Background: an optimization exercise with open tools, aiming at small area. Do not read the settings as production practice.
Where RTL was checked, it was by simulation tests only, not by an equivalence proof against the original.

## v6
==> flow/design.v (excerpt) <==
module aes_bp_graph_coloring (
  input           clk,
  input  [7:0] share0_in,
  input  [7:0] share1_in,
  input  [51:0] rand_bit_share0,
  input  [51:0] rand_bit_share1,
  output [7:0] o_share0,
  output [7:0] o_share1
);
Size in the first run: ~870 cells after synthesis, about 260 flip-flops, ~0.0098 sq mm of cells after synthesis.
==> flow/config.mk <==
export PLATFORM = sky130hd
export DESIGN_NAME = aes_bp_graph_coloring
export DESIGN_NICKNAME = aes_bp_graph_coloring
export VERILOG_FILES = /design/flow/design.v
export SDC_FILE = /design/flow/constraint.sdc
export NUM_CORES = 4
export LEC_CHECK = 0
export CAP_MARGIN = 20
export CORE_MARGIN = 2
export CORE_UTILIZATION = 40
export GPL_TIMING_DRIVEN = 0
export SLEW_MARGIN = 20
export SYNTH_HIERARCHICAL = 1
==> flow/constraint.sdc <==
create_clock -name core_clock -period 5.0 [get_ports {clk}]
set_input_delay 1.0000 -clock core_clock [delete_from_list [all_inputs] [get_ports {clk}]]
set_output_delay 1.0000 -clock core_clock [all_outputs]
set_load 0.01 [all_outputs]
standard.sh (not shown) runs the stock make flow with config.mk's settings and CLKGATE_MAP_FILE= SYNTH_SCRIPT=/design/flow/synth_recipe.tcl, a recipe that flattens the netlist after the stock synthesis.
==> flow/flow/run.sh <==
#!/bin/bash
set -euo pipefail
bash standard.sh "BUFFER_PORTS_ARGS=-buffer_cell sky130_fd_sc_hd__buf_1" "CTS_ARGS=-sink_clustering_enable -repair_clock_nets -dont_use_dummy_load -buf_list sky130_fd_sc_hd__clkbuf_4 -sink_clustering_size 10 -sink_clustering_max_diameter 50" finish > standard_flow.log 2>&1
#### Input delta (v7 over v6)
==> flow/flow/run.sh <==
#!/bin/bash
set -euo pipefail
bash standard.sh "BUFFER_PORTS_ARGS=-buffer_cell sky130_fd_sc_hd__buf_1" "CTS_ARGS=-sink_clustering_enable -repair_clock_nets -dont_use_dummy_load -buf_list sky130_fd_sc_hd__clkbuf_4 -sink_clustering_size 12 -sink_clustering_max_diameter 60" finish > standard_flow.log 2>&1
## What came out
The higher setup slack of v6 and v7 is in v7. Average wire per cell in the routed design went down slightly going from v6 to v7. | fraction of met3 tracks used by global routing | v7 vs v6 | ≈ equal |.
No functional check of the RTL was part of any run of this note.

Another version of the RTL of aes_bp_graph_coloring (not shown whole).
Size in the first run: ~870 cells after synthesis, about 260 flip-flops, about 0.0098 sq mm of cells after synthesis.
==> flow/config.mk <==
export PLATFORM = sky130hd
export DESIGN_NAME = aes_bp_graph_coloring
export DESIGN_NICKNAME = aes_bp_graph_coloring
export VERILOG_FILES = /design/flow/design.v
export SDC_FILE = /design/flow/constraint.sdc
export NUM_CORES = 4
export LEC_CHECK = 0
export CAP_MARGIN = 20
export CORE_MARGIN = 2
export CORE_UTILIZATION = 40
export SLEW_MARGIN = 20
export SYNTH_HIERARCHICAL = 1
==> flow/constraint.sdc <==
create_clock -name core_clock -period 5.0 [get_ports {clk}]
set_input_delay 1.0000 -clock core_clock [delete_from_list [all_inputs] [get_ports {clk}]]
set_output_delay 1.0000 -clock core_clock [all_outputs]
set_load 0.01 [all_outputs]
==> flow/flow/run.sh <==
#!/bin/bash
set -euo pipefail
bash standard.sh "BUFFER_PORTS_ARGS=-buffer_cell sky130_fd_sc_hd__buf_1" "CTS_ARGS=-sink_clustering_enable -repair_clock_nets -dont_use_dummy_load -buf_list sky130_fd_sc_hd__clkbuf_4 -sink_clustering_size 10 -sink_clustering_max_diameter 50" finish > standard_flow.log 2>&1
Edit:
GPL_TIMING_DRIVEN = 0   (was not set)
Utilization is lower by 0.22 points.
Via count shrinks by 0.85%.
Wire length shrinks by 0.40%.
Critical path depth is unchanged.
Worst hold slack degrades by 64 ps.
Non-clock buffer count fell by 7.
Setup slack gets worse by 26 ps.
Edit:
CAP_MARGIN = 0   (was 20)
GPL_TIMING_DRIVEN = not set   (was 0)
SLEW_MARGIN = 0   (was 20)
- The new run ran to the end with no violations
- register-to-register slack stays flat
- clock-buffer cell count stays the same
- synthesized cell count does not change
- hold slack gains 64 ps
- critical path depth does not change
- routed wire length climbs by 0.40%
- cell count increases by 0.54%

aes_bp_graph_coloring, a different RTL version from the one above (not shown whole).
For scale: roughly 260 flip-flops, roughly 140 I/O pins.
export LEC_CHECK = 0
export CAP_MARGIN = 20
export CORE_MARGIN = 2
export CORE_UTILIZATION = 40
export SLEW_MARGIN = 20
create_clock -name core_clock -period 5.0 [get_ports {clk}]
==> flow/flow/run.sh <==
#!/bin/bash
set -euo pipefail
bash standard.sh "BUFFER_PORTS_ARGS=-buffer_cell sky130_fd_sc_hd__buf_1" finish > standard_flow.log 2>&1
Rerun with:
==> flow/run.sh (new file) <==
#!/bin/bash
# synth_recipe.tcl (not shown) runs the flow's synth.tcl, then flattens the netlist and writes it again
# the make line also repeats each setting of config.mk as NAME=value (left out here)
make -C /OpenROAD-flow-scripts/flow DESIGN_CONFIG=/design/flow/config.mk WORK_HOME=/design/flow/orfs CLKGATE_MAP_FILE= SYNTH_SCRIPT=/design/flow/synth_recipe.tcl finish
- ABC_AREA: default -> 1
removed: flow/flow/run.sh
removed: flow/standard.sh
What happened: Count of clock-buffer cells in the layout came out higher by 2. Worst hold slack barely changes. Area after synthesis came out higher by 6.1%. Synthesized cell count came out higher by 44%. Cell area came out higher by 12%. Non-clock buffer count came out lower by 2. Utilization came out higher by 2.4 points.
Rerun with:
- ABC_AREA: 1 -> default
- CTS_BUF_LIST: default -> sky130_fd_sc_hd__clkbuf_8
- CTS_CLUSTER_SIZE: default -> 24
Outcome:
- cell count falls by 24%
- cell area falls by 6.8%
- area after synthesis falls by 5.8%
- via count falls by 24%
- global-route usage falls by 1.3 points
- register-to-register slack gets worse by 690 ps
- worst setup slack gets worse by 530 ps
Rerun with:
- CTS_BUF_LIST: sky130_fd_sc_hd__clkbuf_8 -> sky130_fd_sc_hd__clkbuf_4
- CTS_CLUSTER_SIZE: 24 -> 12
Core utilization hardly moves.
Cell area is about the same.
Via count is higher by 2.0%.
Sequential share of layout area barely changes.
Worst setup slack is worse by 190 ps.
No run of this note included a check of the RTL's function; only the layout flow was run.

aes_bp_graph_coloring, a different RTL version from the one above (not shown whole).
For scale: roughly 140 I/O pins, ~10000 um2 of cells after synthesis.
Settings: LEC_CHECK=0, CAP_MARGIN=20, CORE_MARGIN=2, CORE_UTILIZATION=40, SLEW_MARGIN=20, SYNTH_HIERARCHICAL=1; clock period 5.0 ns.
==> flow/flow/run.sh <==
#!/bin/bash
set -euo pipefail
bash standard.sh "BUFFER_PORTS_ARGS=-buffer_cell sky130_fd_sc_hd__buf_1" "CTS_ARGS=-sink_clustering_enable -repair_clock_nets -dont_use_dummy_load -buf_list {sky130_fd_sc_hd__clkbuf_2 sky130_fd_sc_hd__clkbuf_4}" finish > standard_flow.log 2>&1
The baseline ran to the end with no violations.
Change:
==> flow/flow/run.sh (replaced) <==
#!/bin/bash
set -euo pipefail
bash standard.sh "BUFFER_PORTS_ARGS=-buffer_cell sky130_fd_sc_hd__buf_1" "CTS_ARGS=-sink_clustering_enable -repair_clock_nets -dont_use_dummy_load" finish > standard_flow.log 2>&1
The changed run passed the timing, DRC and antenna checks.
Non-clock buffer count is unchanged.
Maximum frequency came out higher by about 4%.
Clock skew came out lower by 0.033 ns.
Count of clock-buffer cells in the layout came out lower by 32.
Utilization came out higher by 0.78 points.
Via count came out lower by about 2.4%.
Routed wire length came out lower by 1.0%.
Worst setup slack improves by 0.15 ns.
Global-route usage came out lower by 0.33 points.
Change:
==> flow/flow/run.sh (replaced) <==
#!/bin/bash
set -euo pipefail
bash standard.sh "BUFFER_PORTS_ARGS=-buffer_cell sky130_fd_sc_hd__buf_1" "CTS_ARGS=-sink_clustering_enable -repair_clock_nets -dont_use_dummy_load -buf_list sky130_fd_sc_hd__clkbuf_4 -sink_clustering_size 10 -sink_clustering_max_diameter 50" finish > standard_flow.log 2>&1
Result: Via count came out higher slightly. Wire length grows slightly. Sequential share of layout area climbs by 1.6 points. Setup slack loses 0.18 ns.
Change:
==> flow/flow/run.sh (replaced) <==
#!/bin/bash
set -euo pipefail
bash standard.sh "BUFFER_PORTS_ARGS=-buffer_cell sky130_fd_sc_hd__buf_1" "CTS_ARGS=-sink_clustering_enable -repair_clock_nets -dont_use_dummy_load -buf_list sky130_fd_sc_hd__clkbuf_2 -sink_clustering_size 6 -sink_clustering_max_diameter 30" finish > standard_flow.log 2>&1
Sequential share of layout area falls by 0.18 points.
Via count rises by 1.8%.
Hold slack gets worse by 0.024 ns.
Wire length rises by 0.47%.
Non-clock buffer count stays the same.
Global-route usage rises by 0.21 points.
Count of clock-buffer cells in the layout rises by 23.
Worst setup slack gets worse by 0.059 ns.
Cell area rises by 0.38%.
Change:
==> flow/flow/run.sh (replaced) <==
#!/bin/bash
set -euo pipefail
bash standard.sh "BUFFER_PORTS_ARGS=-buffer_cell sky130_fd_sc_hd__buf_1" "CTS_ARGS=-sink_clustering_enable -repair_clock_nets -dont_use_dummy_load -buf_list sky130_fd_sc_hd__clkbuf_8 -sink_clustering_size 20 -sink_clustering_max_diameter 80" finish > standard_flow.log 2>&1
What happened: Setup slack gets better by 0.20 ns; routed wire length decreases by about 1.2%; worst hold slack is better by 0.013 ns; critical path depth is unchanged; global-route usage shrinks by 0.37 points; via count falls by about 3.4%; die area does not change.

RTL: one of the versions met above, not the one the previous note started from.
For scale: ~1700 cells after synthesis, about 260 flip-flops, ~140 I/O pins.
==> flow/design.v (excerpt) <==
module aes_bp_graph_coloring (
  input           clk,
  input  [7:0] share0_in,
  input  [7:0] share1_in,
  input  [51:0] rand_bit_share0,
  input  [51:0] rand_bit_share1,
  output [7:0] o_share0,
  output [7:0] o_share1
);
  reg ra9_d1;
  reg ra10_d1;
  reg ra10_d2;
  reg ra11_d1;
  reg ra11_d2;
  reg ra12_d1;
  reg ra12_d2;
  reg ra13_d1;
  reg ra13_d2;
  reg ra14_d1;
  reg ra14_d2;
  reg ra14_d3;
  reg ra15_d1;
  reg ra15_d2;
  reg ra15_d3;
  reg ra16_d1;
  reg ra16_d2;
  reg ra16_d3;
  reg ra17_d1;
  reg ra17_d2;
  reg ra17_d3;
  reg ra18_d1;
  reg ra18_d2;
  reg ra18_d3;
  reg ra19_d1;
  reg ra19_d2;
  reg ra19_d3;
  reg ra20_d1;
  reg ra20_d2;
  reg ra20_d3;
  reg ra21_d1;
  reg ra21_d2;
  reg ra21_d3;
  reg ra22_d1;
  reg ra22_d2;
  reg ra22_d3;
  reg ra23_d1;
  reg ra23_d2;
  reg ra23_d3;
  reg ra24_d1;
  reg ra24_d2;
  reg ra24_d3;
  reg ra25_d1;
  reg ra25_d2;
  reg ra25_d3;
  wire c0_9;
  reg c9_d1;
  wire c0_14;
  reg c14_d1;
  wire c0_17;
  reg c17_d1;
  wire c0_10;
  reg c10_d1;
  reg c10_d2;
  wire c0_11;
  reg c11_d1;
  reg c11_d2;
  wire c0_12;
  reg c12_d1;
  reg c12_d2;
  wire c0_13;
  reg c13_d1;
  reg c13_d2;
  wire c0_0;
  wire c0_1;
  wire c0_2;
  wire c0_3;
  wire c0_4;
  wire c0_5;
  wire c0_6;
  wire c0_7;
  wire c0_8;
  ...
export LEC_CHECK = 0
export ABC_AREA = 1
export ABC_CLOCK_PERIOD_IN_PS = 20000
export CAP_MARGIN = 20
export CORE_MARGIN = 2
export CORE_UTILIZATION = 40
export SLEW_MARGIN = 20
create_clock -name core_clock -period 5.0 [get_ports {clk}]
run.sh (not shown) runs the stock make flow with config.mk's settings and CLKGATE_MAP_FILE= SYNTH_SCRIPT=/design/flow/synth_recipe.tcl, a recipe that flattens the netlist after the stock synthesis.
Stock flow here: none of the scripts above is used.
The starting point went through all stages and came out clean.
==> next run, changes <==
ABC_AREA = not set   (was 1)
ABC_CLOCK_PERIOD_IN_PS = not set   (was 20000)
Effect: The changed run finished with timing, DRC and antenna clean. Core utilization falls by 0.28 points. Count of clock-buffer cells in the layout does not change. Non-clock buffer count rises by 2.
==> next run, changes <==
ABC_CLOCK_PERIOD_IN_PS = 20000   (was not set)
What happened: The new run ran to the end with no violations; global-route usage does not change; first-iteration DRC count is unchanged; via count does not change; clock-buffer cell count does not change; hold slack does not change; design area stays the same; maximum frequency is unchanged; utilization is unchanged; sequential cell count is unchanged.
No functional check of the RTL was part of any run of this note.

aes_bp_graph_coloring, a different RTL version from the one above (not shown whole).
Size in the first run: ~920 cells after synthesis, about 260 flip-flops, about 0.011 sq mm of cells after synthesis.
Settings: LEC_CHECK=0, CAP_MARGIN=20, CORE_MARGIN=2, CORE_UTILIZATION=40, SLEW_MARGIN=20, SYNTH_HIERARCHICAL=1; clock period 5.0 ns.
Change:
==> flow/flow/run.sh (new file) <==
#!/bin/bash
set -euo pipefail
bash standard.sh "BUFFER_PORTS_ARGS=-buffer_cell sky130_fd_sc_hd__buf_1" finish > standard_flow.log 2>&1
==> flow/standard.sh (new file) <==
#!/bin/bash
# synth_recipe.tcl (not shown) runs the flow's synth.tcl, then flattens the netlist and writes it again
# the make line also repeats each setting of config.mk as NAME=value (left out here)
make -C /OpenROAD-flow-scripts/flow DESIGN_CONFIG=/design/flow/config.mk WORK_HOME=/design/flow/orfs CLKGATE_MAP_FILE= SYNTH_SCRIPT=/design/flow/synth_recipe.tcl "${@:-finish}"
removed: flow/run.sh
Final area falls by 5.0%.
Worst setup slack is better by 410 ps.
Core utilization shrinks by 2.4 points.
Flip-flop and latch count stays the same.
Synthesized area stays the same.
Cell count stays flat.
Non-clock buffer count stays the same.
Wire length falls by 3.6%.
Synthesized cell count does not change.
Clock-buffer cell count goes up by 2.

aes_bp_graph_coloring, a different RTL version from the one above (not shown whole).
Size in the first run: about 1,200 cells after synthesis, roughly 140 I/O pins.
==> flow/design.v (excerpt) <==
module aes_bp_graph_coloring (
  input           clk,
  input  [7:0] share0_in,
  input  [7:0] share1_in,
  input  [51:0] rand_bit_share0,
  input  [51:0] rand_bit_share1,
  output [7:0] o_share0,
  output [7:0] o_share1
);
  reg ra9_d1;
  reg ra10_d1;
  reg ra10_d2;
  reg ra11_d1;
  reg ra11_d2;
  reg ra12_d1;
  reg ra12_d2;
  reg ra13_d1;
  reg ra13_d2;
  reg ra14_d1;
  reg ra14_d2;
  reg ra14_d3;
  reg ra15_d1;
  reg ra15_d2;
  reg ra15_d3;
  reg ra16_d1;
  reg ra16_d2;
  reg ra16_d3;
  reg ra17_d1;
  reg ra17_d2;
  reg ra17_d3;
  reg ra18_d1;
  reg ra18_d2;
  reg ra18_d3;
  reg ra19_d1;
  reg ra19_d2;
  reg ra19_d3;
  reg ra20_d1;
  reg ra20_d2;
  reg ra20_d3;
  reg ra21_d1;
  reg ra21_d2;
  reg ra21_d3;
  reg ra22_d1;
  reg ra22_d2;
  reg ra22_d3;
  reg ra23_d1;
  reg ra23_d2;
  reg ra23_d3;
  reg ra24_d1;
  reg ra24_d2;
  reg ra24_d3;
  reg ra25_d1;
  reg ra25_d2;
  reg ra25_d3;
  wire c0_9;
  reg c9_d1;
  wire c0_14;
  reg c14_d1;
  wire c0_17;
  reg c17_d1;
  wire c0_10;
  reg c10_d1;
  reg c10_d2;
  wire c0_11;
  reg c11_d1;
  reg c11_d2;
  wire c0_12;
  reg c12_d1;
  reg c12_d2;
  wire c0_13;
  reg c13_d1;
  reg c13_d2;
  wire c0_0;
  wire c0_1;
  wire c0_6;
  wire c0_7;
  wire rr1_m20;
  wire c0_2;
  wire c0_8;
  wire rr1_m21;
  wire c0_3;
  wire c0_4;
  wire rr1_m22;
  wire c0_5;
  wire rr1_m23;
  wire c0_16;
  wire c0_18;
  wire c0_21;
  wire c0_22;
  wire c0_23;
  wire c0_24;
  wire rc0_d0;
  reg rc0_d1;
  reg rc0_d2;
  reg rc0_d3;
  wire c0_15;
  wire c0_19;
  wire c0_20;
  wire rc1_d0;
  reg rc1_d1;
  reg rc1_d2;
  reg rc1_d3;
  wire c0_25;
  wire rc2_d0;
  reg rc2_d1;
  reg rc2_d2;
  reg rc2_d3;
  wire rc3_d0;
  reg rc3_d1;
  reg rc3_d2;
  reg rc3_d3;
  wire rc4_d0;
  reg rc4_d1;
  reg rc4_d2;
  reg rc4_d3;
  wire rc5_d0;
  reg rc5_d1;
  reg rc5_d2;
  reg rc5_d3;
  wire rc6_d0;
  reg rc6_d1;
  reg rc6_d2;
  reg rc6_d3;
  wire r4_7;
  reg in0_d1_0;
  reg in0_d1_1;
  reg in0_d1_2;
  reg in0_d1_3;
  ...
Settings: LEC_CHECK=0, CAP_MARGIN=20, CORE_MARGIN=2, CORE_UTILIZATION=60, CTS_BUF_LIST=sky130_fd_sc_hd__clkbuf_1 sky130_fd_sc_hd__clkbuf_2 sky130_fd_sc_hd__clkbuf_4, SLEW_MARGIN=20; clock period 5.0 ns.
Stock flow here: none of the scripts above is used.
Change:
- CORE_UTILIZATION: 60 -> 40
- CTS_BUF_LIST: sky130_fd_sc_hd__clkbuf_1 sky130_fd_sc_hd__clkbuf_2 sky130_fd_sc_hd__clkbuf_4 -> not set
What happened: Register-to-register slack is worse by 140 ps; wire length grows by 1.4%; sequential share of layout area shrinks by 0.84 points; setup slack is better by 110 ps; core utilization shrinks by 22 points.
Change:
- CTS_BUF_LIST: not set -> sky130_fd_sc_hd__clkbuf_2
Worst setup slack gets worse by 290 ps.
Register-to-register slack barely changes.
Flip-flop and latch count is unchanged.
Clock skew grows by 49 ps.
Routed wire length is higher by 0.82%.
Area after synthesis does not change.
Design area is lower by 2.0%.
Via count rose by 3.2%.
Non-clock buffer count stays the same.
Cell count went up by 4.2%.
No functional check of the RTL was part of any run of this note.

[what the ideal ports hide]
How much do the figures lean on ideal ports? The routed layouts below were timed once more, with nothing changed but the port constraints. Step 1 assumes that a clkbuf_16 drives the clock port and a buf_2 every other input. Step 2 adds t to the input delays and takes it off the output delays; t is the mean of the earliest and latest rising clock arrival at the registers after step 1. Input paths then give back, and output paths get back, about the clock's delay inside the block. Slacks: ideal ports / drivers / drivers and shift; pairs: ideal ports / drivers.
| run | t (ns) | setup slack, ns | clock arrival spread, ns | slew at the worst register clock pin (ns) | cell pins on the clock port's net |
|---|---|---|---|---|---|
| v6 | 0.668 | 0.304 / 0.265 / 0.517 | 0.069 / 0.070 | 0.12 / 0.12 | 1 |
| v7 | 0.651 | 0.345 / 0.305 / 0.550 | 0.044 / 0.043 | 0.12 / 0.12 | 1 |
| the first run of note 2 | 0.667 | 0.403 / 0.360 / 0.642 | 0.079 / 0.079 | 0.11 / 0.11 | 1 |
| the second run of note 2 | 0.670 | 0.377 / 0.335 / 0.542 | 0.083 / 0.082 | 0.10 / 0.10 | 1 |
| the third run of note 2 | 0.667 | 0.403 / 0.360 / 0.642 | 0.079 / 0.079 | 0.11 / 0.11 | 1 |
| the first run of note 3 | 0.551 | 1.083 / 1.032 / 1.392 | 0.013 / 0.014 | 0.07 / 0.07 | 1 |
| the second run of note 3 | 0.582 | 1.178 / 1.124 / 1.706 | 0.031 / 0.032 | 0.06 / 0.06 | 1 |
| the third run of note 3 | 0.570 | 0.649 / 0.603 / 1.079 | 0.039 / 0.039 | 0.07 / 0.07 | 1 |
| the fourth run of note 3 | 0.738 | 0.463 / 0.419 / 1.044 | 0.072 / 0.072 | 0.07 / 0.07 | 1 |
| the first run of note 4 | 0.662 | 1.022 / 0.983 / 1.080 | 0.057 / 0.058 | 0.07 / 0.07 | 1 |
| the second run of note 4 | 0.541 | 1.176 / 1.133 / 1.060 | 0.020 / 0.020 | 0.06 / 0.06 | 1 |
| the third run of note 4 | 0.665 | 0.994 / 0.954 / 1.065 | 0.034 / 0.034 | 0.12 / 0.12 | 1 |
| the fourth run of note 4 | 0.760 | 0.935 / 0.897 / 1.134 | 0.147 / 0.147 | 0.12 / 0.12 | 1 |
| the fifth run of note 4 | 0.531 | 1.133 / 1.091 / 1.083 | 0.049 / 0.050 | 0.12 / 0.12 | 1 |
| the first run of note 5 | 0.582 | 1.178 / 1.124 / 1.706 | 0.031 / 0.032 | 0.06 / 0.06 | 1 |
| the second run of note 5 | 0.558 | 0.679 / 0.628 / 1.061 | 0.017 / 0.017 | 0.07 / 0.07 | 1 |
| the third run of note 5 | 0.558 | 0.679 / 0.628 / 1.061 | 0.017 / 0.017 | 0.07 / 0.07 | 1 |
| the first run of note 6 | 0.560 | 0.672 / 0.622 / 0.746 | 0.024 / 0.024 | 0.06 / 0.06 | 1 |
| the second run of note 6 | 0.556 | 1.085 / 1.036 / 1.089 | 0.029 / 0.029 | 0.06 / 0.06 | 1 |
| the first run of note 7 | 0.703 | 0.529 / 0.489 / 1.017 | 0.062 / 0.062 | 0.08 / 0.08 | 1 |
| the second run of note 7 | 0.568 | 0.640 / 0.587 / 1.051 | 0.011 / 0.011 | 0.07 / 0.07 | 1 |
| the third run of note 7 | 0.822 | 0.347 / 0.307 / 1.049 | 0.057 / 0.057 | 0.11 / 0.11 | 1 |
After both steps every run listed still meets setup and hold. For the second run of note 4, which loses most, drivers alone change the setup slack by -0.043 ns; drivers and shift together by -0.116 ns.
